This design comes from an exercise in tuning for small area on the open sky130 flow, not from production work. The RTL was checked by simulation tests, not by an equivalence proof against the original design. Power is estimated from default activity; no workload was simulated.

**flow/flow/run.sh**
```bash
#!/bin/bash
# The standard layout with three changes:
#  - synthesis replaces the FIFO read multiplexer module (fifo_rdmux) with the
#    gate-level version in flow/fifo_rdmux_gates.v (same function, made by
#    gen/gen_rdmux.py), and ABC maps the rest with flow/abc_amap.script;
#    registers are mapped exactly as in the standard synthesis;
#  - port buffers are plain buf_1 cells;
#  - the clock tree uses clkbuf_8 buffers in small clusters, without dummy loads.
# Each tool's output goes to a log file here; ORFS keeps its own logs under orfs/logs.
set -uo pipefail
HERE=$PWD

# Synthesis script: synth_recipe.tcl with ORFS's synth.tcl replaced by a copy
# that reads the gate-level multiplexer over the RTL one and maps the
# combinational logic with an area-oriented ABC script (flow/abc_amap.script).
sed -e 's|^read_checkpoint \$::env(RESULTS_DIR)/1_1_yosys_canonicalize.rtlil$|&\nread_verilog -overwrite '"$HERE"'/flow/fifo_rdmux_gates.v|' \
    -e 's|^  log_cmd abc {\*}\$abc_args$|  set abc_args [lreplace $abc_args 1 1 '"$HERE"'/flow/abc_amap.script]\n&|' \
    "$FLOW_HOME/scripts/synth.tcl" > "$HERE/flow_synth.tcl"
if ! grep -q 'fifo_rdmux_gates.v' "$HERE/flow_synth.tcl" || ! grep -q 'abc_amap.script' "$HERE/flow_synth.tcl"; then
    echo "run.sh: could not patch synth.tcl" >&2
    exit 1
fi
sed 's|^source \$::env(SCRIPTS_DIR)/synth.tcl$|source '"$HERE"'/flow_synth.tcl|' synth_recipe.tcl > "$HERE/flow_synth_recipe.tcl"
if ! grep -q "flow_synth.tcl" "$HERE/flow_synth_recipe.tcl"; then
    echo "run.sh: could not patch synth_recipe.tcl" >&2
    exit 1
fi
sed 's|SYNTH_SCRIPT=[^ ]*synth_recipe.tcl|SYNTH_SCRIPT='"$HERE"'/flow_synth_recipe.tcl|' standard.sh > "$HERE/flow_standard.sh"
if ! grep -q "flow_synth_recipe.tcl" "$HERE/flow_standard.sh"; then
    echo "run.sh: could not patch standard.sh" >&2
    exit 1
fi

export BUFFER_PORTS_ARGS="-buffer_cell sky130_fd_sc_hd__buf_1"
export CTS_ARGS="-sink_clustering_enable -repair_clock_nets -dont_use_dummy_load -buf_list sky130_fd_sc_hd__clkbuf_8 -sink_clustering_size 20 -sink_clustering_max_diameter 70"
bash "$HERE/flow_standard.sh" > "$HERE/flow_standard.log" 2>&1
```
**flow/flow/abc_amap.script**
```
strash
dch -f
amap
topo
stime -c
```
**flow/flow/fifo_rdmux_gates.v**
```verilog
// Generated by gen/gen_rdmux.py; gate-level version of fifo_rdmux.
module fifo_rdmux (
    input  [127:0] d,
    input  [3:0]   sel,
    input          en,
    output [7:0]   y
);
    wire [3:0] nsel;
    wire [3:0] nlo, nhi;
    wire [15:0] s;
    wire [47:0] t;
    wire [7:0] u;
    sky130_fd_sc_hd__inv_1 g1 (.A(sel[0]), .Y(nsel[0]));
    sky130_fd_sc_hd__inv_1 g2 (.A(sel[1]), .Y(nsel[1]));
    sky130_fd_sc_hd__inv_1 g3 (.A(sel[2]), .Y(nsel[2]));
    sky130_fd_sc_hd__inv_1 g4 (.A(sel[3]), .Y(nsel[3]));
    sky130_fd_sc_hd__nand2_1 g5 (.A(nsel[0]), .B(nsel[1]), .Y(nlo[0]));
    sky130_fd_sc_hd__nand2_1 g6 (.A(sel[0]), .B(nsel[1]), .Y(nlo[1]));
    sky130_fd_sc_hd__nand2_1 g7 (.A(nsel[0]), .B(sel[1]), .Y(nlo[2]));
    sky130_fd_sc_hd__nand2_1 g8 (.A(sel[0]), .B(sel[1]), .Y(nlo[3]));
    sky130_fd_sc_hd__nand3_1 g9 (.A(en), .B(nsel[2]), .C(nsel[3]), .Y(nhi[0]));
    sky130_fd_sc_hd__nand3_1 g10 (.A(en), .B(sel[2]), .C(nsel[3]), .Y(nhi[1]));
    sky130_fd_sc_hd__nand3_1 g11 (.A(en), .B(nsel[2]), .C(sel[3]), .Y(nhi[2]));
    sky130_fd_sc_hd__nand3_1 g12 (.A(en), .B(sel[2]), .C(sel[3]), .Y(nhi[3]));
    sky130_fd_sc_hd__nor2_1 g13 (.A(nhi[0]), .B(nlo[0]), .Y(s[0]));
    sky130_fd_sc_hd__nor2_1 g14 (.A(nhi[0]), .B(nlo[1]), .Y(s[1]));
    sky130_fd_sc_hd__nor2_1 g15 (.A(nhi[0]), .B(nlo[2]), .Y(s[2]));
    sky130_fd_sc_hd__nor2_1 g16 (.A(nhi[0]), .B(nlo[3]), .Y(s[3]));
    sky130_fd_sc_hd__nor2_1 g17 (.A(nhi[1]), .B(nlo[0]), .Y(s[4]));
    sky130_fd_sc_hd__nor2_1 g18 (.A(nhi[1]), .B(nlo[1]), .Y(s[5]));
    sky130_fd_sc_hd__nor2_1 g19 (.A(nhi[1]), .B(nlo[2]), .Y(s[6]));
    sky130_fd_sc_hd__nor2_1 g20 (.A(nhi[1]), .B(nlo[3]), .Y(s[7]));
    sky130_fd_sc_hd__nor2_1 g21 (.A(nhi[2]), .B(nlo[0]), .Y(s[8]));
    sky130_fd_sc_hd__nor2_1 g22 (.A(nhi[2]), .B(nlo[1]), .Y(s[9]));
    sky130_fd_sc_hd__nor2_1 g23 (.A(nhi[2]), .B(nlo[2]), .Y(s[10]));
    sky130_fd_sc_hd__nor2_1 g24 (.A(nhi[2]), .B(nlo[3]), .Y(s[11]));
    sky130_fd_sc_hd__nor2_1 g25 (.A(nhi[3]), .B(nlo[0]), .Y(s[12]));
    sky130_fd_sc_hd__nor2_1 g26 (.A(nhi[3]), .B(nlo[1]), .Y(s[13]));
    sky130_fd_sc_hd__nor2_1 g27 (.A(nhi[3]), .B(nlo[2]), .Y(s[14]));
    sky130_fd_sc_hd__nor2_1 g28 (.A(nhi[3]), .B(nlo[3]), .Y(s[15]));
    sky130_fd_sc_hd__a222oi_1 g29 (.A1(s[0]), .A2(d[0]), .B1(s[1]), .B2(d[8]), .C1(s[2]), .C2(d[16]), .Y(t[0]));
    sky130_fd_sc_hd__a222oi_1 g30 (.A1(s[3]), .A2(d[24]), .B1(s[4]), .B2(d[32]), .C1(s[5]), .C2(d[40]), .Y(t[1]));
    sky130_fd_sc_hd__a222oi_1 g31 (.A1(s[6]), .A2(d[48]), .B1(s[7]), .B2(d[56]), .C1(s[8]), .C2(d[64]), .Y(t[2]));
    sky130_fd_sc_hd__a222oi_1 g32 (.A1(s[9]), .A2(d[72]), .B1(s[10]), .B2(d[80]), .C1(s[11]), .C2(d[88]), .Y(t[3]));
    sky130_fd_sc_hd__a222oi_1 g33 (.A1(s[12]), .A2(d[96]), .B1(s[13]), .B2(d[104]), .C1(s[14]), .C2(d[112]), .Y(t[4]));
    sky130_fd_sc_hd__nand2_1 g34 (.A(s[15]), .B(d[120]), .Y(t[5]));
    sky130_fd_sc_hd__and3_1 g35 (.A(t[0]), .B(t[1]), .C(t[2]), .X(u[0]));
    sky130_fd_sc_hd__nand4_1 g36 (.A(t[3]), .B(t[4]), .C(t[5]), .D(u[0]), .Y(y[0]));
    sky130_fd_sc_hd__a222oi_1 g37 (.A1(s[0]), .A2(d[1]), .B1(s[1]), .B2(d[9]), .C1(s[2]), .C2(d[17]), .Y(t[6]));
    sky130_fd_sc_hd__a222oi_1 g38 (.A1(s[3]), .A2(d[25]), .B1(s[4]), .B2(d[33]), .C1(s[5]), .C2(d[41]), .Y(t[7]));
    sky130_fd_sc_hd__a222oi_1 g39 (.A1(s[6]), .A2(d[49]), .B1(s[7]), .B2(d[57]), .C1(s[8]), .C2(d[65]), .Y(t[8]));
    sky130_fd_sc_hd__a222oi_1 g40 (.A1(s[9]), .A2(d[73]), .B1(s[10]), .B2(d[81]), .C1(s[11]), .C2(d[89]), .Y(t[9]));
    sky130_fd_sc_hd__a222oi_1 g41 (.A1(s[12]), .A2(d[97]), .B1(s[13]), .B2(d[105]), .C1(s[14]), .C2(d[113]), .Y(t[10]));
    sky130_fd_sc_hd__nand2_1 g42 (.A(s[15]), .B(d[121]), .Y(t[11]));
    sky130_fd_sc_hd__and3_1 g43 (.A(t[6]), .B(t[7]), .C(t[8]), .X(u[1]));
    sky130_fd_sc_hd__nand4_1 g44 (.A(t[9]), .B(t[10]), .C(t[11]), .D(u[1]), .Y(y[1]));
    sky130_fd_sc_hd__a222oi_1 g45 (.A1(s[0]), .A2(d[2]), .B1(s[1]), .B2(d[10]), .C1(s[2]), .C2(d[18]), .Y(t[12]));
    sky130_fd_sc_hd__a222oi_1 g46 (.A1(s[3]), .A2(d[26]), .B1(s[4]), .B2(d[34]), .C1(s[5]), .C2(d[42]), .Y(t[13]));
    sky130_fd_sc_hd__a222oi_1 g47 (.A1(s[6]), .A2(d[50]), .B1(s[7]), .B2(d[58]), .C1(s[8]), .C2(d[66]), .Y(t[14]));
    sky130_fd_sc_hd__a222oi_1 g48 (.A1(s[9]), .A2(d[74]), .B1(s[10]), .B2(d[82]), .C1(s[11]), .C2(d[90]), .Y(t[15]));
    sky130_fd_sc_hd__a222oi_1 g49 (.A1(s[12]), .A2(d[98]), .B1(s[13]), .B2(d[106]), .C1(s[14]), .C2(d[114]), .Y(t[16]));
    sky130_fd_sc_hd__nand2_1 g50 (.A(s[15]), .B(d[122]), .Y(t[17]));
    sky130_fd_sc_hd__and3_1 g51 (.A(t[12]), .B(t[13]), .C(t[14]), .X(u[2]));
    sky130_fd_sc_hd__nand4_1 g52 (.A(t[15]), .B(t[16]), .C(t[17]), .D(u[2]), .Y(y[2]));
    sky130_fd_sc_hd__a222oi_1 g53 (.A1(s[0]), .A2(d[3]), .B1(s[1]), .B2(d[11]), .C1(s[2]), .C2(d[19]), .Y(t[18]));
    sky130_fd_sc_hd__a222oi_1 g54 (.A1(s[3]), .A2(d[27]), .B1(s[4]), .B2(d[35]), .C1(s[5]), .C2(d[43]), .Y(t[19]));
    sky130_fd_sc_hd__a222oi_1 g55 (.A1(s[6]), .A2(d[51]), .B1(s[7]), .B2(d[59]), .C1(s[8]), .C2(d[67]), .Y(t[20]));
    sky130_fd_sc_hd__a222oi_1 g56 (.A1(s[9]), .A2(d[75]), .B1(s[10]), .B2(d[83]), .C1(s[11]), .C2(d[91]), .Y(t[21]));
    sky130_fd_sc_hd__a222oi_1 g57 (.A1(s[12]), .A2(d[99]), .B1(s[13]), .B2(d[107]), .C1(s[14]), .C2(d[115]), .Y(t[22]));
    sky130_fd_sc_hd__nand2_1 g58 (.A(s[15]), .B(d[123]), .Y(t[23]));
    sky130_fd_sc_hd__and3_1 g59 (.A(t[18]), .B(t[19]), .C(t[20]), .X(u[3]));
    sky130_fd_sc_hd__nand4_1 g60 (.A(t[21]), .B(t[22]), .C(t[23]), .D(u[3]), .Y(y[3]));
    sky130_fd_sc_hd__a222oi_1 g61 (.A1(s[0]), .A2(d[4]), .B1(s[1]), .B2(d[12]), .C1(s[2]), .C2(d[20]), .Y(t[24]));
    sky130_fd_sc_hd__a222oi_1 g62 (.A1(s[3]), .A2(d[28]), .B1(s[4]), .B2(d[36]), .C1(s[5]), .C2(d[44]), .Y(t[25]));
    sky130_fd_sc_hd__a222oi_1 g63 (.A1(s[6]), .A2(d[52]), .B1(s[7]), .B2(d[60]), .C1(s[8]), .C2(d[68]), .Y(t[26]));
    sky130_fd_sc_hd__a222oi_1 g64 (.A1(s[9]), .A2(d[76]), .B1(s[10]), .B2(d[84]), .C1(s[11]), .C2(d[92]), .Y(t[27]));
    sky130_fd_sc_hd__a222oi_1 g65 (.A1(s[12]), .A2(d[100]), .B1(s[13]), .B2(d[108]), .C1(s[14]), .C2(d[116]), .Y(t[28]));
    sky130_fd_sc_hd__nand2_1 g66 (.A(s[15]), .B(d[124]), .Y(t[29]));
    sky130_fd_sc_hd__and3_1 g67 (.A(t[24]), .B(t[25]), .C(t[26]), .X(u[4]));
    sky130_fd_sc_hd__nand4_1 g68 (.A(t[27]), .B(t[28]), .C(t[29]), .D(u[4]), .Y(y[4]));
    sky130_fd_sc_hd__a222oi_1 g69 (.A1(s[0]), .A2(d[5]), .B1(s[1]), .B2(d[13]), .C1(s[2]), .C2(d[21]), .Y(t[30]));
    sky130_fd_sc_hd__a222oi_1 g70 (.A1(s[3]), .A2(d[29]), .B1(s[4]), .B2(d[37]), .C1(s[5]), .C2(d[45]), .Y(t[31]));
    sky130_fd_sc_hd__a222oi_1 g71 (.A1(s[6]), .A2(d[53]), .B1(s[7]), .B2(d[61]), .C1(s[8]), .C2(d[69]), .Y(t[32]));
    sky130_fd_sc_hd__a222oi_1 g72 (.A1(s[9]), .A2(d[77]), .B1(s[10]), .B2(d[85]), .C1(s[11]), .C2(d[93]), .Y(t[33]));
    sky130_fd_sc_hd__a222oi_1 g73 (.A1(s[12]), .A2(d[101]), .B1(s[13]), .B2(d[109]), .C1(s[14]), .C2(d[117]), .Y(t[34]));
    sky130_fd_sc_hd__nand2_1 g74 (.A(s[15]), .B(d[125]), .Y(t[35]));
    sky130_fd_sc_hd__and3_1 g75 (.A(t[30]), .B(t[31]), .C(t[32]), .X(u[5]));
    sky130_fd_sc_hd__nand4_1 g76 (.A(t[33]), .B(t[34]), .C(t[35]), .D(u[5]), .Y(y[5]));
    sky130_fd_sc_hd__a222oi_1 g77 (.A1(s[0]), .A2(d[6]), .B1(s[1]), .B2(d[14]), .C1(s[2]), .C2(d[22]), .Y(t[36]));
    sky130_fd_sc_hd__a222oi_1 g78 (.A1(s[3]), .A2(d[30]), .B1(s[4]), .B2(d[38]), .C1(s[5]), .C2(d[46]), .Y(t[37]));
    sky130_fd_sc_hd__a222oi_1 g79 (.A1(s[6]), .A2(d[54]), .B1(s[7]), .B2(d[62]), .C1(s[8]), .C2(d[70]), .Y(t[38]));
    sky130_fd_sc_hd__a222oi_1 g80 (.A1(s[9]), .A2(d[78]), .B1(s[10]), .B2(d[86]), .C1(s[11]), .C2(d[94]), .Y(t[39]));
    sky130_fd_sc_hd__a222oi_1 g81 (.A1(s[12]), .A2(d[102]), .B1(s[13]), .B2(d[110]), .C1(s[14]), .C2(d[118]), .Y(t[40]));
    sky130_fd_sc_hd__nand2_1 g82 (.A(s[15]), .B(d[126]), .Y(t[41]));
    sky130_fd_sc_hd__and3_1 g83 (.A(t[36]), .B(t[37]), .C(t[38]), .X(u[6]));
    sky130_fd_sc_hd__nand4_1 g84 (.A(t[39]), .B(t[40]), .C(t[41]), .D(u[6]), .Y(y[6]));
    sky130_fd_sc_hd__a222oi_1 g85 (.A1(s[0]), .A2(d[7]), .B1(s[1]), .B2(d[15]), .C1(s[2]), .C2(d[23]), .Y(t[42]));
    sky130_fd_sc_hd__a222oi_1 g86 (.A1(s[3]), .A2(d[31]), .B1(s[4]), .B2(d[39]), .C1(s[5]), .C2(d[47]), .Y(t[43]));
    sky130_fd_sc_hd__a222oi_1 g87 (.A1(s[6]), .A2(d[55]), .B1(s[7]), .B2(d[63]), .C1(s[8]), .C2(d[71]), .Y(t[44]));
    sky130_fd_sc_hd__a222oi_1 g88 (.A1(s[9]), .A2(d[79]), .B1(s[10]), .B2(d[87]), .C1(s[11]), .C2(d[95]), .Y(t[45]));
    sky130_fd_sc_hd__a222oi_1 g89 (.A1(s[12]), .A2(d[103]), .B1(s[13]), .B2(d[111]), .C1(s[14]), .C2(d[119]), .Y(t[46]));
    sky130_fd_sc_hd__nand2_1 g90 (.A(s[15]), .B(d[127]), .Y(t[47]));
    sky130_fd_sc_hd__and3_1 g91 (.A(t[42]), .B(t[43]), .C(t[44]), .X(u[7]));
    sky130_fd_sc_hd__nand4_1 g92 (.A(t[45]), .B(t[46]), .C(t[47]), .D(u[7]), .Y(y[7]));
endmodule
```
**flow/standard.sh**
```bash
#!/bin/bash
# synth_recipe.tcl (not shown) runs the flow's synth.tcl, then flattens the netlist and writes it again
# the make line also repeats each setting of config.mk as NAME=value (left out here)
make -C /OpenROAD-flow-scripts/flow DESIGN_CONFIG=/design/flow/config.mk WORK_HOME=/design/flow/orfs CLKGATE_MAP_FILE= SYNTH_SCRIPT=/design/flow/synth_recipe.tcl "${@:-finish}"
```
**flow/config.mk**
```make
export PLATFORM = sky130hd
export DESIGN_NAME = router_top
export DESIGN_NICKNAME = router_top
export VERILOG_FILES = /design/flow/design.v
export SDC_FILE = /design/flow/constraint.sdc
export NUM_CORES = 4
export LEC_CHECK = 0
export ABC_AREA = 0
export CAP_MARGIN = 0
export CORE_MARGIN = 2
export CORE_UTILIZATION = 70
export PLACE_DENSITY = 0.85
export SLEW_MARGIN = 0
```
**flow/constraint.sdc**
```tcl
create_clock -name core_clock -period 5.0 [get_ports {clock}]
set_input_delay 1.0000 -clock core_clock [delete_from_list [all_inputs] [get_ports {clock}]]
set_output_delay 1.0000 -clock core_clock [all_outputs]
set_load 0.01 [all_outputs]
```
**flow/design.v**
```verilog
module fifo_router (
    input            clock,
    input            resetn,
    input            write_enb,
    input            soft_reset,
    input            read_enb,
    input      [7:0] data_in,
    output           empty,
    output           full,
    output     [7:0] data_out
);
    reg [7:0] mem [0:15];
    reg [4:0] count;
    reg       out_vld;
    assign empty = (count == 5'd0);
    assign full  = count[4];
    wire push = write_enb & ~full;
    wire pop  = read_enb & ~empty;
    wire [127:0] mem_flat;
    genvar g;
    generate
        for (g = 0; g < 16; g = g + 1) begin : flat
            assign mem_flat[g*8 +: 8] = mem[g];
        end
    endgenerate
    fifo_rdmux rdmux (.d(mem_flat), .sel(count[3:0]), .en(out_vld), .y(data_out));
    wire up = push & ~pop;
    wire dn = pop & ~push;
    wire [4:0] tog;
    assign tog[0] = up | dn;
    assign tog[1] = (up & count[0]) | (dn & ~count[0]);
    assign tog[2] = (up & &count[1:0]) | (dn & ~|count[1:0]);
    assign tog[3] = (up & &count[2:0]) | (dn & ~|count[2:0]);
    assign tog[4] = (up & &count[3:0]) | (dn & ~|count[3:0]);
    always @(posedge clock) begin
        if (!resetn || soft_reset)
            count <= 5'd0;
        else
            count <= count ^ tog;
    end
    always @(posedge clock) begin
        if (!resetn || soft_reset)
            out_vld <= 1'b0;
        else
            out_vld <= pop & ~(|data_out);
    end
    integer i;
    always @(posedge clock) begin
        if (push) begin
            mem[0] <= data_in;
            for (i = 1; i < 16; i = i + 1)
                mem[i] <= mem[i - 1];
        end
    end
endmodule
module fifo_rdmux (
    input  [127:0] d,
    input  [3:0]   sel,
    input          en,
    output [7:0]   y
);
    assign y = en ? d[sel*8 +: 8] : 8'h00;
endmodule
module router_sync (
    input      clock,
    input      resetn,
    input      vld,
    input      read_enb,
    output     soft_reset
);
    reg [4:0] count;
    assign soft_reset = (count == 5'b10000);
    always @(posedge clock) begin
        if (!resetn || !vld || read_enb)
            count <= 5'd0;
        else
            count <= {count[3:0], ~(count[4] ^ count[2]) ^ (&count[3:0])};
    end
endmodule
module router_reg (
    input            clock,
    input            resetn,
    input            pkt_valid,
    input      [7:0] data_in,
    input            fifo_full,
    input            detect_add,
    input            ld_state,
    input            laf_state,
    input            rst_int_reg,
    output reg       parity_done,
    output reg       low_pkt_valid,
    output reg       error,
    output reg [7:0] dout
);
    reg [7:0] full_byte, parity;
    wire ld_ok   = ld_state & ~fifo_full;
    wire par_in  = (ld_ok & ~pkt_valid) | (laf_state & low_pkt_valid);
    always @(posedge clock)
        if (ld_state && fifo_full)
            full_byte <= data_in;
    always @(posedge clock) begin
        if (!resetn)
            dout <= 8'h00;
        else if (ld_ok)
            dout <= data_in;
        else if (laf_state)
            dout <= full_byte;
    end
    always @(posedge clock) begin
        if (detect_add)
            parity <= data_in;
        else if (ld_ok || par_in)
            parity <= parity ^ data_in;
    end
    always @(posedge clock) begin
        if (!resetn || detect_add || rst_int_reg)
            parity_done <= 1'b0;
        else if (par_in)
            parity_done <= 1'b1;
    end
    always @(posedge clock) begin
        if (!resetn)
            low_pkt_valid <= 1'b0;
        else if (ld_state && !pkt_valid)
            low_pkt_valid <= 1'b1;
    end
    always @(posedge clock) begin
        if (!resetn)
            error <= 1'b0;
        else
            error <= parity_done & (|parity);
    end
endmodule
module router_fsm (
    input        clock,
    input        resetn,
    input        pkt_valid,
    input        parity_done,
    input  [2:0] soft_reset,
    input        low_pkt_valid,
    input  [2:0] fifo_empty,
    input  [2:0] fifo_full_n,
    input  [1:0] data_in,
    output       busy,
    output       detect_add,
    output       ld_state,
    output       laf_state,
    output       rst_int_reg,
    output       fifo_full,
    output [2:0] write_enb
);
    localparam DECODE_ADDRESS = 3'd5;
    localparam LOAD_FIRST_DATA = 3'd1;
    localparam LOAD_DATA = 3'd2;
    localparam FIFO_FULL_STATE = 3'd3;
    localparam LOAD_AFTER_FULL = 3'd7;
    localparam LOAD_PARITY = 3'd6;
    localparam CHECK_PARITY_ERROR = 3'd4;
    localparam WAIT_TILL_EMPTY = 3'd0;
    reg [2:0] state, next_state;
    reg [1:0] addr;
    wire addr_empty = (addr == 2'd0) ? fifo_empty[0] :
                      (addr == 2'd1) ? fifo_empty[1] :
                      (addr == 2'd2) ? fifo_empty[2] : 1'b0;
    assign fifo_full = (addr == 2'd0) ? fifo_full_n[0] :
                       (addr == 2'd1) ? fifo_full_n[1] :
                       (addr == 2'd2) ? fifo_full_n[2] : 1'b0;
    wire addr_sr    = (addr == 2'd0) ? soft_reset[0] :
                      (addr == 2'd1) ? soft_reset[1] :
                      (addr == 2'd2) ? soft_reset[2] : 1'b0;
    wire in_empty   = (data_in == 2'd0) ? fifo_empty[0] :
                      (data_in == 2'd1) ? fifo_empty[1] : fifo_empty[2];
    assign detect_add  = (state == DECODE_ADDRESS);
    assign ld_state    = (state == LOAD_DATA);
    assign laf_state   = (state == LOAD_AFTER_FULL);
    assign rst_int_reg = (state == CHECK_PARITY_ERROR);
    assign busy        = !(detect_add || ld_state);
    wire write_enb_reg = ld_state || laf_state || (state == LOAD_PARITY);
    always @(posedge clock)
        if (detect_add)
            addr <= data_in;
    reg write_d;
    always @(posedge clock)
        write_d <= write_enb_reg;
    assign write_enb[0] = write_d && addr == 2'd0;
    assign write_enb[1] = write_d && addr == 2'd1;
    assign write_enb[2] = write_d && addr == 2'd2;
    always @(posedge clock) begin
        if (!resetn || addr_sr)
            state <= DECODE_ADDRESS;
        else
            state <= next_state;
    end
    always @(*) begin
        case (state)
            DECODE_ADDRESS:
                if (pkt_valid && data_in != 2'b11)
                    next_state = in_empty ? LOAD_FIRST_DATA : WAIT_TILL_EMPTY;
                else
                    next_state = DECODE_ADDRESS;
            LOAD_FIRST_DATA:
                next_state = LOAD_DATA;
            LOAD_DATA:
                if (fifo_full)
                    next_state = FIFO_FULL_STATE;
                else if (!pkt_valid)
                    next_state = LOAD_PARITY;
                else
                    next_state = LOAD_DATA;
            FIFO_FULL_STATE:
                next_state = fifo_full ? FIFO_FULL_STATE : LOAD_AFTER_FULL;
            LOAD_AFTER_FULL:
                next_state = low_pkt_valid ? LOAD_PARITY : LOAD_DATA;
            LOAD_PARITY:
                next_state = CHECK_PARITY_ERROR;
            CHECK_PARITY_ERROR:
                next_state = fifo_full ? CHECK_PARITY_ERROR : DECODE_ADDRESS;
            default:  
                next_state = addr_empty ? LOAD_FIRST_DATA : WAIT_TILL_EMPTY;
        endcase
    end
endmodule
module router_top (
    input           clock,
    input           resetn,
    input           read_enb_0,
    input           read_enb_1,
    input           read_enb_2,
    input           pkt_valid,
    input  [7:0]    data_in,
    output          valid_out_0,
    output          valid_out_1,
    output          valid_out_2,
    output          error,
    output          busy,
    output [7:0]    data_out_0,
    output [7:0]    data_out_1,
    output [7:0]    data_out_2
);
    wire       fifo_full, detect_add, ld_state, laf_state, rst_int_reg;
    wire       parity_done, low_pkt_valid;
    wire [7:0] dout;
    wire [2:0] write_enb;
    wire [2:0] empty, full, soft_reset;
    assign valid_out_0 = ~empty[0];
    assign valid_out_1 = ~empty[1];
    assign valid_out_2 = ~empty[2];
    router_reg register (
        .clock(clock), .resetn(resetn), .pkt_valid(pkt_valid), .data_in(data_in),
        .fifo_full(fifo_full), .detect_add(detect_add), .ld_state(ld_state),
        .laf_state(laf_state), .rst_int_reg(rst_int_reg), .parity_done(parity_done),
        .low_pkt_valid(low_pkt_valid), .error(error), .dout(dout));
    router_fsm fsm (
        .clock(clock), .resetn(resetn), .pkt_valid(pkt_valid), .parity_done(parity_done),
        .soft_reset(soft_reset), .low_pkt_valid(low_pkt_valid), .fifo_empty(empty),
        .fifo_full_n(full), .data_in(data_in[1:0]), .busy(busy), .detect_add(detect_add),
        .ld_state(ld_state), .laf_state(laf_state), .rst_int_reg(rst_int_reg),
        .fifo_full(fifo_full), .write_enb(write_enb));
    router_sync sync_0 (.clock(clock), .resetn(resetn), .vld(~empty[0]), .read_enb(read_enb_0), .soft_reset(soft_reset[0]));
    router_sync sync_1 (.clock(clock), .resetn(resetn), .vld(~empty[1]), .read_enb(read_enb_1), .soft_reset(soft_reset[1]));
    router_sync sync_2 (.clock(clock), .resetn(resetn), .vld(~empty[2]), .read_enb(read_enb_2), .soft_reset(soft_reset[2]));
    fifo_router fifo_0 (.clock(clock), .resetn(resetn), .write_enb(write_enb[0]), .soft_reset(soft_reset[0]),
        .read_enb(read_enb_0), .data_in(dout), .empty(empty[0]), .full(full[0]), .data_out(data_out_0));
    fifo_router fifo_1 (.clock(clock), .resetn(resetn), .write_enb(write_enb[1]), .soft_reset(soft_reset[1]),
        .read_enb(read_enb_1), .data_in(dout), .empty(empty[1]), .full(full[1]), .data_out(data_out_1));
    fifo_router fifo_2 (.clock(clock), .resetn(resetn), .write_enb(write_enb[2]), .soft_reset(soft_reset[2]),
        .read_enb(read_enb_2), .data_in(dout), .empty(empty[2]), .full(full[2]), .data_out(data_out_2));
endmodule
```
==> impl_metrics.toml, run 1 <==
[pwr]
switchingPower_w = 0.002199
power.leakage_nw = 5.180
p_seq_share_pct = 63.9
p_per_area_nw_per_um2 = 443.5
vdd_drop_max_v = 0.0004365
swShare_pct = 28.85
p_int_w = 0.005423
clockPowerShare_pct = 19.3
p_comb_share_pct = 16.7

[floorplan]
die_area_sq_um = 24390
die_height_um = 156.2
start_util_pct = 71.38
die_w_um = 156.2
fp.coreArea_sq_um = 22710
fp-row-count = 55
pin_count = 43

[detailed_routing]
firstDrtPassIters = 14
via_per_inst = 7.189
route.detailed.drc = 0
dr_total_vias = 9504
wirelength_um = 31440
drt-initial-drc-count = 1785
avgRoutedWirePerCell_um = 23.78
postRouteAntennaNets = 0

[synthesis]
ys_seq_elements = 450
ys_seq_area_share_pct = 80.40
syn_inst = 965
synthesis.nets = 985
ys_types = 29
syn_avg_cell_area_sq_um = 16.80
synth_area_sq_um = 16210
yosysWarnings = 5

[sta]
setup_viol = 0
setup_tns_ns = 0
worst_pin_slew_ns = 0.9488
maxSlewHeadroom_pct = 36.75
finalCritPeriodShare_pct = 72.39
final_hold_viol_count = 0
drv_slew = 0
grt_setup_unrepaired = "no"
finClkSkew_ns = 0.03939
period_needed_ns = 3.619
fmax_mhz = 276.3

[run]
maxCapViolCount = 0

[setup_path]
end_kind = "primary output"
regToRegStartpoint = "fsm.addr[1]"
cp-startpoint = "fifo_2.count[0]"
r2r_end = "register.dout[1]"
critPathSlowestCell = "dfxtp_1"
rrSetupSlack_ns = 2.08
crit_path_max_incr_delay_ns = 0.50
ff2ff_path_depth = 9
path_depth = 7
cp_num_buf_inv = 2
crit_family = "simple AND/OR/NAND/NOR gates"
timing.critical_path.required_ns = 4.00
crit_chain = "inv_1 > nand2_1 > nor2_1 > a222oi_1 > and3_1 > nand4_1 > buf_1"
endpoint = "data_out_2[5]"
crit_arrival_ns = 2.62
path_class = "flip-flop to primary output"
start_kind = "flip-flop"
critPathMaxFanout = 8

[place]
routabilityCongestion = 0.8514
dp_hpwl_um = 20990
numPortBuffers = 42
placed_cells = 1296

[cells_and_area]
drive_above_1_share_pct = 3.857
final_cell_mix = "402 x edfxtp_1, 130 x a222oi_1, 99 x nor2_1"
antenna_cells = 0
nets = 1059
final_common_cell = "edfxtp_1"
area.growth.synth_to_final_pct = 6.029
final_cells = 1322

[grt]
grt-ovfl-total = 0
antenna_found_initial = 0
grt_pass1_vias = 8927
grt_max_degree = 116
grt_usage_pct = 25.66
grt_pass1_wl_um = 48330

[worst_hold_path]
hp-class = "flip-flop to flip-flop"

[clock_tree]
cts-resized-gates = 0
path_clk_slew_ns = 0.12
numCtsBuffers = 26
clockBufferDepth = 3
clock_latency_ns = 0.58
cts_num_sinks = 450
cts_setup_buffers = 0
clockRootBuffer = "clkbuf_8"
hold_buffers = 0
htree_levels = 1
cts_tree = "yes"

[status]
outcome = "no timing/DRC/antenna violations"
-- worst reg2reg max path, stage by stage (launching register included) --
cell and delay (ns):
edfxtp_1 0.40, clkinv_2 0.08, nand2_1 0.18, clkinv_1 0.12, a222oi_1 0.63, clkinv_1 0.20, nor2_1 0.52, nor2_1 0.27
a222oi_1 0.32, nor2_1 0.07
-- cell type report --
class,count,area (sq um)
Sequential cell,450,13030
Fill cell,1267,5523
Multi-Input combinational cell,463,3028
Timing Repair Buffer,46,212.7
Clock buffer,26,357.8
Tap cell,285,356.6
Inverter,52,198.9
-- cells in the mapped netlist --
master | n | area [sq um]
o21ai_0 | 3 | 15.01
a21oi_1 | 23 | 115.1
o22ai_1 | 8 | 50.05
nand2_1 | 55 | 206.5
or3_1 | 6 | 37.54
o2111ai_1 | 1 | 8.760
o211ai_1 | 1 | 7.510
a222oi_1 | 130 | 1301
o31ai_1 | 1 | 7.510
ha_1 | 6 | 75.07
edfxtp_1 | 402 | 12070
nor2b_1 | 10 | 62.56
nor3_1 | 17 | 85.08
or4_1 | 2 | 15.01
nor2_1 | 101 | 379.1
and3_1 | 24 | 150.1
or2_0 | 1 | 6.260
o21a_1 | 1 | 7.510
nand4_1 | 24 | 150.1
nor4_1 | 9 | 56.30
inv_1 | 12 | 45.04
a311oi_1 | 1 | 8.760
xnor2_1 | 1 | 8.760
dfxtp_1 | 48 | 960.9
a31oi_1 | 11 | 68.82
clkinv_1 | 40 | 150.1
nand3_1 | 17 | 85.08
a211oi_1 | 9 | 67.56
and2_0 | 1 | 6.260
-- power by group through the flow --
stage                     Combinational, W  Clock (W)  Sequential (W)
final                              0.00128    0.00147         0.00487
after global routing               0.00142    0.00161         0.00491
after CTS                          0.00126    0.00150         0.00486
after detailed placement           0.00126          0         0.00494
after global placement             0.00119          0         0.00492
after floorplan                   0.000878          0         0.00486
-- routing by layer --
layer	track usage, %	wire [um]	vias up
met5	0	0	-
li1	-	-	4179
met2	40.52	14630	652
met1	38.64	12700	4601
met4	6.815	855	0
met3	3.833	3248	72
-- flip-flops by register name, summed over array words and instances, names as in the netlist, 2 cells and up --
register	flops
sync_0.count	5
fsm.addr	2
register.full_byte	8
fifo_0.mem	128
register.dout	8
fifo_1.count	5
fsm.state	3
fifo_2.mem	128
fifo_2.count	5
register.parity	8
sync_2.count	5
sync_1.count	5
fifo_0.count	5
fifo_1.mem	128
-- worst min path at each step --
stage                        end              from  cells past startpoint  slack (ns)
2_1_floorplan    sync_0.count[3]   sync_0.count[2]                      2        0.42
3_5_place_dp    fifo_2.mem[7][7]  fifo_2.mem[6][7]                      0        0.43
6_report        fifo_0.mem[9][0]  fifo_0.mem[8][0]                      0        0.45
5_1_grt        fifo_0.mem[10][1]  fifo_0.mem[9][1]                      0        0.45
3_3_place_gp    fifo_2.mem[7][3]  fifo_2.mem[6][3]                      0        0.43
4_1_cts        fifo_0.mem[10][1]  fifo_0.mem[9][1]                      0        0.44
-- through the flow --
| stage | instance area [sq um] | hold slack, ns | util [%] | power [W] | setup slack, ns |
|---|---|---|---|---|---|
| 2_1_floorplan | 16260 | 0.4180 | - | 0.005734 | -0.02741 |
| 3_3_place_gp | 16830 | 0.4280 | 74.10 | 0.006103 | 2.201 |
| 3_5_place_dp | 16830 | 0.4343 | 74.10 | 0.006199 | 2.065 |
| 4_1_cts | 17190 | 0.4375 | 75.68 | 0.007622 | 1.422 |
| 5_1_grt | 17190 | 0.4466 | 75.68 | 0.007935 | 1.288 |
| 6_report | 17190 | 0.4465 | 75.68 | 0.007622 | 1.381 |
-- cells by family after synthesis --
family	synth area share, %
AO/OA/AOI/OAI	10.23
XOR/XNOR	0.05404
adder cells (fa/ha/maj)	0.4631
buffers and inverters	1.204
flip-flops	80.40
AND/OR/NAND/NOR	7.649
==> inputs of run 2 (changes only) <==
--- a/flow/config.mk
+++ b/flow/config.mk
@@ -10,4 +10,4 @@
 export CORE_MARGIN = 2
-export CORE_UTILIZATION = 70
-export PLACE_DENSITY = 0.85
+export CORE_UTILIZATION = 60
+export PLACE_DENSITY = 0.75
 export SLEW_MARGIN = 0
==> impl_metrics.toml, run 2 <==
[place]
pre_cts_ws_ns = 2.043
routabilityCongestion = 0.8294
numPortBuffers = 42
dp_hpwl_um = 19980
placed_cells = 1353

[floorplan]
fp-row-count = 60
start_util_pct = 60.65
die_w_um = 168.4
fp.coreArea_sq_um = 26730
die_area_sq_um = 28350
pin_count = 43
die_height_um = 168.4

[grt]
grt_usage_pct = 20.79
grt_max_degree = 131
grt_pass1_wl_um = 46800
antenna_found_initial = 0
use_met2_pct = 32.06
grt_pass1_vias = 8696
grt-ovfl-total = 0
grtUsageMet1_pct = 31.82
busiest_layer = "met2"
grt.met3_usage_pct = 2.938

[sta]
period_needed_ns = 3.611
maxSlewHeadroom_pct = 25.86
setup_tns_ns = 0
finalCritPeriodShare_pct = 72.23
final_hold_viol_count = 0
grt_setup_unrepaired = "no"
setup_viol = 0
worst_pin_slew_ns = 1.112
fin_ws_ns = 1.389
finClkSkew_ns = 0.03346
fmax_mhz = 276.9
drv_slew = 0

[cells_and_area]
final_common_cell = "edfxtp_1"
seqCellArea_sq_um = 13030
fill_cells = 1844
final_util_pct = 64.60
antenna_cells = 0
drive_above_1_share_pct = 4.042
multi_input_area_sq_um = 3028
top_regs = "fifo_0.mem: 128 flops, fifo_1.mem: 128 flops, fifo_2.mem: 128 flops"
nets = 1061
final_cells = 1380
final_cell_mix = "402 x edfxtp_1, 130 x a222oi_1, 99 x nor2_1"
area.growth.synth_to_final_pct = 6.515

[worst_hold_path]
hp-class = "flip-flop to flip-flop"
min-delay-start = "fifo_1.mem[11][0]"

[setup_path]
critPathMaxFanout = 8
path_class = "flip-flop to primary output"
critPathSlowestCell = "a222oi_1"
timing.critical_path.required_ns = 4.00
crit_arrival_ns = 2.61
end_kind = "primary output"
start_kind = "flip-flop"
cp-startpoint = "fifo_0.count[3]"
crit_path_max_incr_delay_ns = 0.49
crit_chain = "inv_1 > nand3_1 > nor2_1 > a222oi_1 > and3_1 > nand4_1 > buf_1"
regToRegStartpoint = "fsm.addr[0]"

[synthesis]
synthXorXnorAreaFrac_pct = 0.05403
ys_types = 29
yosys.area_share.simple_pct = 7.650
synth.top_cell.area_share_pct = 74.47
ys_seq_area_share_pct = 80.40
async_reset_ff_share_pct = 0
synthAdderAreaFrac_pct = 0.4631
synthesis.nets = 985
ys_seq_elements = 450
synth_area_leaders = "edfxtp_1 74%, a222oi_1 8.0%, dfxtp_1 5.9%"
synthMuxAreaShare_pct = 0
syn_avg_cell_area_sq_um = 16.80
synth_compound_area_share_pct = 10.23
synth_top_area_cell = "edfxtp_1"
yosysWarnings = 5
synth_area_sq_um = 16210
synthTopCellsByCount = "402 x edfxtp_1, 130 x a222oi_1, 101 x nor2_1"
yosysMostFrequentCell = "edfxtp_1"
synth_ff_type = "edfxtp_1"
syn_inst = 965
synth_edf_count = 402
synth_top_family_by_area = "compound AO/OA/AOI/OAI gates"

[run]
maxCapViolCount = 0

[detailed_routing]
dr_total_vias = 9263
wirelength_um = 30000
postRouteAntennaNets = 0
route.detailed.drc = 0
via_per_inst = 6.712
avgRoutedWirePerCell_um = 21.74
firstDrtPassIters = 7
drt-initial-drc-count = 1645

[clock_tree]
clockBufferDepth = 3
clock_latency_ns = 0.60
cts_num_sinks = 450
hold_buffers = 0
cts_tree = "yes"
path_clk_slew_ns = 0.11
clockRootBuffer = "clkbuf_8"
numCtsBuffers = 27
htree_levels = 1
cts-resized-gates = 0
cts_setup_buffers = 0

[pwr]
power.leakage_nw = 5.190
p_per_area_nw_per_um2 = 441.2
vdd_drop_max_v = 0.0003040

[status]
outcome = "no timing/DRC/antenna violations"
-- run 2: area by class of cell --
class / instances / share of cell area [%]
inverter: 52 / 1.152
sequential: 450 / 75.48
tap: 341 / 2.471
clock buffer: 27 / 2.152
multi-input combinational: 463 / 17.54
timing repair buffer: 47 / 1.203
-- run 2: cell families (layout without fill, tap and decap cells) --
group                    count (synthesis)  in the layout
XOR/XNOR                                 1              1
buffers and inverters                   52            126
adder cells (fa/ha/maj)                  6              6
AND/OR/NAND/NOR                        267            267
AO/OA/AOI/OAI                          189            189
flip-flops                             450            450
-- run 2: path summary, 6_finish.rpt --
path / cells past startpoint / slack [ns] / endpoint
max: 7 / 1.39 / data_out_0[5]
min: 0 / 0.44 / fifo_1.mem[12][0]
max reg2reg: 8 / 2.12 / register.dout[1]
min reg2reg: 0 / 0.44 / fifo_1.mem[12][0]
-- run 2: through the flow --
stage | instance area, sq um | power (W) | hold WS, ns
floorplan | 16260 | 0.005734 | 0.4180
global placement | 16890 | 0.006119 | 0.4279
detailed placement | 16890 | 0.006189 | 0.4319
CTS | 17270 | 0.007643 | 0.4425
global route | 17270 | 0.007955 | 0.4494
finish | 17270 | 0.007617 | 0.4355
-- run 2: where the power goes --
group          total [W]  switching [W]  internal [W]  leakage (nW)
registers        0.00486       0.000291       0.00457          4.03
logic            0.00126       0.000882      0.000376         0.964
clock network    0.00149        0.00101      0.000487         0.194
total            0.00762        0.00218       0.00544          5.19
-- run 2: layer usage --
metal / share of wire (%) / vias up / wire length, um
li1: - / 4194 / -
met1: 44 / 4488 / 13220
met2: 45 / 523 / 13550
met3: 8.4 / 58 / 2528
met4: 2.3 / 0 / 701
met5: 0 / - / 0
-- run 2: worst max-delay path, delay by kind of cell (launching register included) --
family          cells  cell delay, ns
simple gates        4            0.79
compound gates      1            0.49
flops               1            0.48
buf+inv             2            0.26
==> inputs of run 3 (changes only) <==
--- a/flow/config.mk
+++ b/flow/config.mk
@@ -11,2 +11,4 @@
 export CORE_UTILIZATION = 60
+export GPL_ROUTABILITY_DRIVEN = 0
+export GPL_TIMING_DRIVEN = 0
 export PLACE_DENSITY = 0.75
==> impl_metrics.toml, run 3 <==
[setup_path]
start_kind = "flip-flop"
endpoint = "data_out_0[3]"
crit_path_max_incr_delay_ns = 0.49
cp_num_buf_inv = 2
path_depth = 7
regToRegStartpoint = "fsm.addr[1]"
cp-startpoint = "fifo_0.count[2]"
crit_family = "simple AND/OR/NAND/NOR gates"
crit_arrival_ns = 2.67
ff2ff_path_depth = 9
crit_chain = "inv_1 > nand3_1 > nor2_1 > a222oi_1 > and3_1 > nand4_1 > buf_1"
critPathMaxFanout = 8
end_kind = "primary output"
critPathSlowestCell = "dfxtp_1"
r2r_end = "register.dout[7]"
timing.critical_path.required_ns = 4.00
path_class = "flip-flop to primary output"
rrSetupSlack_ns = 2.10

[cells_and_area]
nets = 1079
drive_above_1_share_pct = 5.676
final_util_pct = 66.26
final_cell_mix = "402 x edfxtp_1, 130 x a222oi_1, 99 x nor2_1"
area.growth.synth_to_final_pct = 9.255
top_regs = "fifo_0.mem: 128 flops, fifo_1.mem: 128 flops, fifo_2.mem: 128 flops"
antenna_cells = 0
fill_cells = 1779
final_common_cell = "edfxtp_1"

[grt]
antenna_found_initial = 0
grt_usage_pct = 21.67
grt-ovfl-total = 0
grt_pass1_wl_um = 48550
grt_max_degree = 24
grt_pass1_vias = 8897

[synthesis]
synth_top_area_cell = "edfxtp_1"
async_reset_ff_share_pct = 0
ys_types = 29
synth_area_sq_um = 16210
ys_seq_elements = 450
synthesis.nets = 985
synthTopCellsByCount = "402 x edfxtp_1, 130 x a222oi_1, 101 x nor2_1"
syn_inst = 965
syn_avg_cell_area_sq_um = 16.80
synth_area_leaders = "edfxtp_1 74%, a222oi_1 8.0%, dfxtp_1 5.9%"
synth_edf_count = 402
synth_ff_type = "edfxtp_1"
yosysWarnings = 5
yosysMostFrequentCell = "edfxtp_1"
ys_seq_area_share_pct = 80.40
synth.top_cell.area_share_pct = 74.47

[detailed_routing]
firstDrtPassIters = 9
postRouteAntennaNets = 0
dr_total_vias = 9365
avgRoutedWirePerCell_um = 22.05
route.detailed.drc = 0
wirelength_um = 30830
via_per_inst = 6.699
drt-initial-drc-count = 1561

[sta]
maxSlewHeadroom_pct = 44.65
period_needed_ns = 3.670
finalCritPeriodShare_pct = 73.40
fin_ws_ns = 1.330
final_hold_viol_count = 0
setup_viol = 0
setup_tns_ns = 0
drv_slew = 0
fmax_mhz = 272.5
grt_setup_unrepaired = "no"
whs_ns = 0.4118
worst_pin_slew_ns = 0.8275
finClkSkew_ns = 0.04350

[pwr]
power.leakage_nw = 5.377
p_comb_share_pct = 17.7
vdd_drop_max_v = 0.0003619
p_seq_share_pct = 62.7
switchingPower_w = 0.002208
clockPowerShare_pct = 19.6
p_int_w = 0.005528
p_per_area_nw_per_um2 = 436.8
swShare_pct = 28.54

[clock_tree]
cts_num_sinks = 450
clockRootBuffer = "clkbuf_8"
numCtsBuffers = 28
clock_latency_ns = 0.60
cts_setup_buffers = 0
path_clk_slew_ns = 0.12
cts-resized-gates = 0
hold_buffers = 0
clockBufferDepth = 3
htree_levels = 1
cts_tree = "yes"

[status]
outcome = "no timing/DRC/antenna violations"

[floorplan]
fp-row-count = 60
fp.coreArea_sq_um = 26730
pin_count = 43
start_util_pct = 60.65
die_height_um = 168.4
die_area_sq_um = 28350
die_w_um = 168.4

[place]
dp_hpwl_um = 21380
pre_cts_ws_ns = 1.989
numPortBuffers = 42

[worst_hold_path]
hp-class = "flip-flop to flip-flop"

[run]
maxCapViolCount = 0
## run 3: through the flow
step / total power, W / instance area (sq um) / cells
after global placement: 0.006137 / 16840 / 1348
after global routing: 0.008079 / 17710 / 1398
final: 0.007736 / 17710 / 1398
after floorplan: 0.005734 / 16260 / 965
after detailed placement: 0.006292 / 17320 / 1370
after CTS: 0.007773 / 17710 / 1398
## run 3: final cells by class
cell class	count	area (sq um)	area share (%)
sequential	450	13030	73.59
tap	341	426.7	2.409
clock buffer	28	385.4	2.176
inverter	52	198.9	1.123
multi-input combinational	463	3028	17.10
timing repair buffer	64	638.1	3.603
## run 3: worst min path at each step
stage / from / cells after the start / endpoint
finish: fifo_1.mem[11][2] / 0 / fifo_1.mem[12][2]
floorplan: sync_0.count[2] / 2 / sync_0.count[3]
CTS: fifo_1.mem[11][2] / 0 / fifo_1.mem[12][2]
global placement: fifo_2.mem[6][3] / 0 / fifo_2.mem[7][3]
global route: fifo_1.mem[13][1] / 0 / fifo_1.mem[14][1]
detailed placement: fifo_1.mem[12][5] / 0 / fifo_1.mem[13][5]
## run 3: power by group through the flow
stage | Sequential [W] | Clock (W) | Combinational, W
after floorplan | 0.00486 | 0 | 0.000878
after global placement | 0.00495 | 0 | 0.00119
after detailed placement | 0.00493 | 0 | 0.00136
after CTS | 0.00485 | 0.00156 | 0.00136
after global routing | 0.00490 | 0.00166 | 0.00152
final | 0.00485 | 0.00151 | 0.00137
## run 3: logic make-up after synthesis
kind of cell / count (synthesis) / synth area share, %
buffers and inverters: 52 / 1.204
AND/OR/NAND/NOR: 267 / 7.649
XOR/XNOR: 1 / 0.05404
flip-flops: 450 / 80.40
AO/OA/AOI/OAI: 189 / 10.23
adder cells (fa/ha/maj): 6 / 0.4631
## run 3: per-layer routing
layer	GRT usage [%]	vias up	part of all wire, %
met5	0	-	0
met4	4.910	0	2.0
met3	3.220	41	7.5
met2	34.10	463	47
met1	32.75	4628	44
li1	-	4233	-

==> afterwards: timing with drivers on the ports <==
The flow's constraints put no driver on any port. The routed layouts listed below were extracted and timed again, unchanged, in two steps.
Step 1, drivers: a clkbuf_16 drives clock and a buf_2 each remaining input, both assumed.
Step 2 adds t to the input delays and takes it off the output delays; t is the mean of the earliest and latest rising clock arrival at the registers after step 1. Input paths then give back, and output paths get back, about the clock's delay inside the block.
Three values: no drivers, after step 1, after step 2; two values: the first two.
run | t (ns) | slack for setup (ns) | worst setup path at the end | clock arrival spread, ns | worst data-port slew with drivers (ns)
run 1 | 0.610 | 1.381 / 1.336 / 1.946 | register to output | 0.044 / 0.044 | 0.04
run 2 | 0.625 | 1.389 / 1.344 / 1.970 | register to output | 0.034 / 0.033 | 0.03
run 3 | 0.625 | 1.330 / 1.287 / 1.912 | register to output | 0.044 / 0.044 | 0.05
After both steps setup and hold are still met in every run listed.
